This is an optimization exercise on Yosys and OpenROAD, whose aim is small area, a short achievable clock period and few clock cycles, not a production implementation. Function was checked by simulation only, so behaviour that the tests miss may differ from the original. Power figures rest on the tool's default switching activity, not on a simulated workload.

==> flow/design.v (excerpt) <==
module SingleCycleCPU(
    input clk,
    input Reset,                  
    output [31:0] pc,
    input  [31:0] instr,
    output reg reg_we,
    output reg [4:0] reg_waddr,
    output reg [31:0] reg_wdata,
    output reg mem_we,
    output reg [5:0] mem_addr,
    output reg [31:0] mem_wdata,
    output reg halted
    );
export LEC_CHECK = 0
export CAP_MARGIN = 20
export CORE_MARGIN = 2
export CORE_UTILIZATION = 45
export CTS_CLUSTER_DIAMETER = 50
export CTS_CLUSTER_SIZE = 35
export PLACE_DENSITY = 0.6
export SLEW_MARGIN = 20
create_clock -name core_clock -period 10.0 [get_ports {clk}]
standard.sh (not shown) runs the stock make flow with config.mk's settings and CLKGATE_MAP_FILE= SYNTH_SCRIPT=/design/flow/synth_recipe.tcl, a recipe that flattens the netlist after the stock synthesis.
==> flow/flow/run.sh <==
#!/bin/bash
set -euo pipefail
cd "$(dirname "$0")/.."
bash standard.sh SETUP_SLACK_MARGIN=6.8 finish > make_finish.log 2>&1
The baseline completed with no timing, DRC or antenna violations.
Testbench counts at the start, summed over its fixed seeds: cycles 199,094.
Change:
==> flow/flow/run.sh (replaced) <==
#!/bin/bash
set -euo pipefail
cd "$(dirname "$0")/.."
bash standard.sh SETUP_SLACK_MARGIN=6.5 finish > make_finish.log 2>&1
CTS_CLUSTER_DIAMETER = 60   (was 50)
Effect: Setup slack got worse by 0.015 ns; synthesized area is unchanged; via count falls by 5.4%; fmax falls by 0.40%.
Change:
==> flow/flow/run.sh (replaced) <==
#!/bin/bash
set -euo pipefail
cd "$(dirname "$0")/.."
bash standard.sh SETUP_SLACK_MARGIN=6.35 finish > make_finish.log 2>&1
CTS_CLUSTER_DIAMETER = 50   (was 60)
The new run produced a clean layout.
Via count is lower by 1.9%.
Clock power is higher by 10%.
Wire length is lower by 2.9%.
Critical path depth stays the same.
Non-clock buffer count is lower by 94.
Design area is lower by 1.0%.
Setup slack loses 0.12 ns.
Utilization is lower by 0.55 points.
Register-to-register slack stays flat.
Clock-buffer cell count is higher by 28.
Change:
==> flow/flow/run.sh (replaced) <==
#!/bin/bash
set -euo pipefail
cd "$(dirname "$0")/.."
bash standard.sh SETUP_SLACK_MARGIN=6.5 finish > make_finish.log 2>&1
CAP_MARGIN = 40   (was 20)
SLEW_MARGIN = 60   (was 20)
Result: Flip-flop and latch count is unchanged. Clock power goes down by a few percent. Final area climbs slightly. Worst setup slack improved by 0.13 ns. Global-route usage is higher by 0.18 points. Final cell count increases slightly. Via count increases slightly. Routed wire length rises slightly. Non-clock buffer count rose by 76. Core utilization climbs by 1.0 points.
Change:
CAP_MARGIN = 60   (was 40)
CTS_CLUSTER_DIAMETER = 60   (was 50)
SLEW_MARGIN = 80   (was 60)
Result: The new run went through all stages and came out clean; utilization climbs by 6.2 points; sequential share of layout area drops by 5.8 points; worst setup slack loses 0.19 ns.
Change:
CAP_MARGIN = 20   (was 60)
CORE_UTILIZATION = 40   (was 45)
CTS_CLUSTER_DIAMETER = 50   (was 60)
PLACE_DENSITY = 0.55   (was 0.6)
SLEW_MARGIN = 20   (was 80)
Outcome:
- The changed run passed the timing, DRC and antenna checks
- sequential share of layout area grows by 5.4 points
- final area shrinks by roughly a tenth
- clock-buffer cell count grows by 40
- wire length shrinks by a few percent
- setup slack is better by 0.19 ns
- register-to-register slack is better by 0.02 ns


run A:
Starting RTL as in the previous note.
// SingleCycleCPU
module SingleCycleCPU(
    input clk,
    input Reset,                  
    output [31:0] pc,
    input  [31:0] instr,
    output reg reg_we,
    output reg [4:0] reg_waddr,
    output reg [31:0] reg_wdata,
    output reg mem_we,
    output reg [5:0] mem_addr,
    output reg [31:0] mem_wdata,
    output reg halted
    );
    wire [11:2] pcr;
    assign pc = {20'b0, pcr, 2'b00};
    reg fstop;                     
    reg [31:0] x_a, x_b;           
    reg [9:0]  x_imm;              
    reg [4:0]  x_dst;
    reg        x_wr, x_add, x_sub, x_and, x_sw, x_lw, x_bne, x_halt;
    reg        x_pred;             
    reg [11:2] x_pcn;              
    reg [31:0] m_res;
    reg [15:0] m_s0, m_s1, m_s2, m_s3;   
    reg [4:0]  m_sel;              
    reg [4:0]  m_dst;
    reg        m_wr;
    wire [31:0] alu_sum, alu_logic, alu_res;
    wire        ne;
    ALU alu(.A(x_a), .B(x_b), .add(x_add), .sub(x_sub), .and_(x_and),
            .Sum(alu_sum), .Logic(alu_logic), .Result(alu_res), .ne(ne));
    wire [5:0] maddr = x_a[5:0] + x_imm[5:0];
    wire [15:0] hr = 16'b1 << maddr[5:2];
    wire [15:0] hr1 = {hr[14:0], hr[15]};
    wire redirect = x_bne & (ne ^ x_pred);
    wire [11:2] x_target;
    Two2One2 two2one2(.PC_next(x_pcn), .Imme(x_imm), .PC_new(x_target));
    wire [11:2] x_alt = x_pred ? x_pcn : x_target;
    wire [7:0] q0, q1, q2, q3;
    DataMemory data_memory(.O(mem_addr[1:0]), .S0(m_s0), .S1(m_s1), .S2(m_s2), .S3(m_s3),
                           .DataIn(mem_wdata), .Q0(q0), .Q1(q1), .Q2(q2), .Q3(q3),
  ...
export LEC_CHECK = 0
export CAP_MARGIN = 20
export CORE_MARGIN = 2
export CORE_UTILIZATION = 40
export CTS_CLUSTER_DIAMETER = 60
export CTS_CLUSTER_SIZE = 35
export PLACE_DENSITY = 0.55
export SLEW_MARGIN = 20
create_clock -name core_clock -period 10.0 [get_ports {clk}]
==> flow/flow/run.sh <==
#!/bin/bash
set -euo pipefail
cd "$(dirname "$0")/.."
bash standard.sh SETUP_SLACK_MARGIN=6.5 finish > make_finish.log 2>&1
Testbench counts of run A, summed over its fixed seeds: cycles 199,094.
Setup changes, run A to run B
Settings: swapping 40 for 45 in CORE_UTILIZATION; swapping 0.55 for 0.6 in PLACE_DENSITY; swapping 20 for 60 in SLEW_MARGIN; swapping 20 for 40 in CAP_MARGIN.
==> comparison <==
- Compare run A and run B | non-clock buffer count lower: run B
- | area growth from synthesis to layout | lower: run B |
- Run B reports a higher average via count per standard cell than run A does.
- Compared run B against run A; worst hold slack within noise.
- On reported net switching power, run A and run B are neck and neck.
- Higher summed area of non-filler cells in the final layout was reported by run A, not run B.
- Sequential share of layout area was higher in the run labelled run B.
- The internal cell power reported for run B is smaller than that of run A by about 3.4%.
- The initial antenna violation count in run B sits 11 above the value recorded for run A.
### run B -> run C
Settings: swapping 40 for 20 in CAP_MARGIN; swapping 60 for 20 in SLEW_MARGIN; swapping 60 for 50 in CTS_CLUSTER_DIAMETER.
--- outcome ---
- Looking at via count of the routed design, run C sits 557 above run B.
- Run C went all the way through synthesis, placement and routing and the layout is clean on timing, DRC and antenna.
- Delta (run C minus run B): wire length of the first global-routing pass now sits higher; power of the combinational group now sits at about the same level; utilization after layout now sits higher; post-route minimum period now sits at about the same level.
> inputs changed (run C -> run D)
Settings: PLACE_DENSITY now 0.65, was 0.6; CORE_UTILIZATION now 50, was 45.
Notes after the runs:
Comparing run C against run D, there is no change at all in number of remaining DRC errors. ~same share of final layout cell area taken by clock buffers and inverters in run C and run D. As of run D, total power had fallen slightly compared to run C. From run C to run D the numbers moved as follows: ratio of total power to cell area now larger, fraction of area in multi-input gates now larger. sky130_fd_sc_hd__a222oi_1 as the cell with the largest stage delay on the worst path was reported by run D, and sky130_fd_sc_hd__or3b_4 by run C.

static timing again, ports no longer ideal:
No port has a modelled driver above. Below, the same layouts with a new extraction and two added sets of constraints.
Step 1: set_driving_cell puts a clkbuf_16 on clk and a buf_2 on each other input, an assumption about the parent block.
Step 2 adds t to the input delays and takes it off the output delays; t is the mean of the earliest and latest rising clock arrival at the registers after step 1. Input paths then give back, and output paths get back, about the clock's delay inside the block.
a / b / c = no drivers / after step 1 / after step 2; a / b = the first two.
run | t, ns | setup slack, ns | hold slack, ns
the first run of note 1 | 0.916 | 6.389 / 6.331 / 5.415 | 0.395 / 0.395 / 0.395
the second run of note 1 | 0.908 | 6.374 / 6.385 / 5.513 | 0.385 / 0.385 / 0.385
the third run of note 1 | 0.912 | 6.254 / 6.178 / 5.266 | 0.377 / 0.377 / 0.377
the fourth run of note 1 | 0.896 | 6.383 / 6.426 / 5.530 | 0.395 / 0.395 / 0.395
the fifth run of note 1 | 0.934 | 6.195 / 6.209 / 5.274 | 0.395 / 0.395 / 0.395
the sixth run of note 1 | 0.915 | 6.386 / 6.441 / 5.526 | 0.396 / 0.396 / 0.396
run A | 0.889 | 6.345 / 6.367 / 5.479 | 0.392 / 0.392 / 0.392
run B | 0.883 | 6.378 / 6.428 / 5.546 | 0.393 / 0.393 / 0.393
run C | 0.919 | 6.380 / 6.429 / 5.510 | 0.386 / 0.386 / 0.386
run D | 0.901 | 6.262 / 6.300 / 5.398 | 0.378 / 0.378 / 0.378
After both steps every run listed still meets setup and hold. For the third run of note 1, which loses most, drivers alone change the setup slack by -0.076 ns; drivers and shift together by -0.988 ns.
